This design comes from an exercise in tuning for small area on the open sky130 flow, not from production work.
In this exercise RTL edits were held to simulation tests only and were not proved equivalent to the original.
Power is estimated from default activity; no workload was simulated.

## trial 79
==> flow/design.v (excerpt) <==
module HRALM4(
    input  [15:0] x,
    input  [15:0] y,
    input         clk,
    input         rst,
    output [31:0] p
    );
    wire [15:0] ax = {3'b0, x[12:0] ^ {13{x[13]}}};
    wire zx8 = ~|ax[15:8];
    wire [15:0] bx = zx8 ? {ax[7:0], 8'd0} : ax;
    wire zx4 = ~|bx[15:12];
    wire [15:0] cx = zx4 ? {bx[11:0], 4'd0} : bx;
    wire zx2 = ~|cx[15:14];
    wire [15:0] dx = zx2 ? {cx[13:0], 2'd0} : cx;
    wire zx1 = ~dx[15];
    wire [2:0] fx = zx1 ? dx[13:11] : dx[14:12];
    wire [3:0] kx = ~{zx8, zx4, zx2, zx1};
    wire nzx = dx[15] | dx[14];
    wire [15:0] ay = {1'b0, y[14:0] ^ {15{y[15]}}};
    wire zy8 = ~|ay[15:8];
    wire [15:0] by = zy8 ? {ay[7:0], 8'd0} : ay;
    wire zy4 = ~|by[15:12];
    wire [15:0] cy = zy4 ? {by[11:0], 4'd0} : by;
    wire zy2 = ~|cy[15:14];
    wire [15:0] dy = zy2 ? {cy[13:0], 2'd0} : cy;
    wire zy1 = ~dy[15];
    wire [2:0] fy = zy1 ? dy[13:11] : dy[14:12];
    wire [3:0] ky = ~{zy8, zy4, zy2, zy1};
    wire nzy = dy[15] | dy[14];
    wire [7:0] lc;
    wire [7:0] ls;
    assign ls[0] = ~(fx[0] ^ fy[0]);
    assign lc[1] = fx[0] | fy[0];
    wire [6:1] la = {kx, fx[2:1]};
    wire [6:1] lb = {ky, fy[2:1]};
    genvar i;
    for (i = 1; i < 7; i = i + 1) begin : g_la
        FA la_fa(.a(la[i]), .b(lb[i]), .c(lc[i]), .s(ls[i]), .co(lc[i+1]));
    end
    assign ls[7] = lc[7];
    wire xo  = x[13] ^ x[14];
    wire one = ~rst & xo;
    wire two = ~rst & ~xo & (x[15] ^ x[14]);
    wire neg = x[15] & (one | two);
    wire [16:0] mag = ({17{one}} & {y[15], y}) | ({17{two}} & {y, 1'b0});
    reg  [16:0] pp1;
    reg         sf;
    reg  [7:0]  L;
    reg         s, nz;
    always @(posedge clk) begin
        pp1 <= mag ^ {17{neg}};
        sf  <= neg;
        L   <= ls;
        s   <= x[13] ^ y[15];
        nz  <= ~rst & nzx & nzy;
    end
    wire [3:0]  t  = L[6:3];
    wire [3:0]  w0 = {1'b1, L[2:0]};
    wire [4:0]  u1 = t[0] ? {w0, 1'b0} : {1'b0, w0};
    wire [6:0]  u2 = t[1] ? {u1, 2'b0} : {2'b0, u1};
    wire [10:0] u3 = t[2] ? {u2, 4'b0} : {4'b0, u2};
    wire [18:0] u4 = t[3] ? {u3, 8'b0} : {8'b0, u3};
    wire [15:0] v  = u4[18:3];
    wire h0   = nz & s;
  ...
Size: about 280 cells after synthesis, ~28 flip-flops, ~0.0025 sq mm of cells after synthesis.
clock: 12.0 ns
lec_check: 0
cap_margin: 20
core_margin: 2
core_utilization: 40
gpl_timing_driven: 0
place_density_lb_addon: 0.2
slew_margin: 20
standard.sh (not shown) runs the stock make flow with config.mk's settings and CLKGATE_MAP_FILE= SYNTH_SCRIPT=/design/flow/synth_recipe.tcl, a recipe that flattens the netlist after the stock synthesis.
==> flow/flow/run.sh <==
#!/bin/bash
# Own layout flow: the standard ORFS flow, with
#  - synthesis as synth_recipe.tcl, but module FA kept apart and mapped onto
#    the library's full-adder cell, and ABC mapping with an area-oriented
#    script (flow/area.abc) instead of the ORFS one, without adder extraction;
#  - port buffers of the smallest buffer cell;
#  - clock tree options from flow/cts_args (no dummy loads).
# Each make run writes its output to a log file of its own here; ORFS keeps
# each tool's log under orfs/logs.
set -euo pipefail
W=$PWD
export MY_WORK=$W
export MY_ABC_SCRIPT=$W/flow/area.abc
export MY_FA_MAP=$W/flow/fa_map.v
ARGS=("SYNTH_SCRIPT=$W/flow/synth.tcl" "ADDER_MAP_FILE=" "SYNTH_KEEP_MODULES=FA"
      "BUFFER_PORTS_ARGS=-buffer_cell sky130_fd_sc_hd__buf_1"
      "CTS_ARGS=$(cat $W/flow/cts_args)")
bash standard.sh "${ARGS[@]}" synth > $W/log_synth.txt 2>&1
bash standard.sh "${ARGS[@]}" finish > $W/log_layout.txt 2>&1
==> flow/flow/area.abc <==
strash; &get -n; &deepsyn -T 30; &put; &get -n; &dch -f; &nf -R 1000; &put
==> flow/flow/cts_args <==
-sink_clustering_enable -repair_clock_nets -dont_use_dummy_load -buf_list sky130_fd_sc_hd__clkbuf_8 -sink_clustering_size 30 -sink_clustering_max_diameter 200
==> flow/flow/fa_map.v <==
(* techmap_celltype = "FA" *)
module _map_FA(input a, input b, input c, output s, output co);
  sky130_fd_sc_hd__fa_1 _TECHMAP_REPLACE_ (.A(a), .B(b), .CIN(c), .SUM(s), .COUT(co));
endmodule
==> flow/flow/synth.tcl <==
# synth_recipe.tcl, except that ABC maps with an area-oriented script and
# without the ORFS delay constraints (-D, -constr), and that instances of
# module FA become the library's full-adder cell before ABC runs.
proc abc {args} {
  set out {}
  set i 0
  while {$i < [llength $args]} {
    set a [lindex $args $i]
    if {$a in {-script -constr -D}} { incr i 2; continue }
    lappend out $a
    incr i
  }
  yosys techmap -map $::env(MY_FA_MAP)
  yosys delete FA
  yosys abc -script $::env(MY_ABC_SCRIPT) {*}$out
}
source $::env(MY_WORK)/synth_recipe.tcl
Input-level comparison between trial 49 and trial 79:
==> flow/flow/cts_args <==
-repair_clock_nets -dont_use_dummy_load -buf_list sky130_fd_sc_hd__clkbuf_16 -root_buf sky130_fd_sc_hd__clkbuf_16
### Flow results
Trial 49 ended with every stage complete and zero timing, DRC or antenna violations. Trial 49 -> trial 79: total instance count after detailed placement delta 0, exact match. Relative to trial 79, the clock network power share of trial 49 is higher by 4.6 points. Going from trial 79 to trial 49, net load switching power up about 1.5%; combinational power share went down by 3.1 points; critical path depth essentially unchanged.

separate check: timing with driven ports:
Ports are ideal in the flow. The routed layouts listed here were re-timed in OpenROAD. Step 1 (the two cells are an assumption about what drives the block):
set clk [get_ports {clk}]
set_driving_cell -lib_cell sky130_fd_sc_hd__clkbuf_16 $clk
set_driving_cell -lib_cell sky130_fd_sc_hd__buf_2 [delete_from_list [all_inputs] $clk]
Step 2, shift: input delay + t, output delay - t, t = (earliest + latest rising clock arrival at the registers) / 2. This alone moves slack from input paths to output paths. Slacks: ideal ports / drivers / drivers and shift; pairs: ideal ports / drivers.
run | t (ns) | setup slack, ns | worst hold slack (ns) | cell pins on the clock port's net
trial 79 | 0.281 | 0.534 / 0.511 / 0.791 | 2.422 / 2.420 / 2.701 | 1
trial 49 | 0.282 | 0.542 / 0.513 / 0.795 | 2.437 / 2.430 / 2.712 | 1
After both steps setup and hold are still met in every run listed.
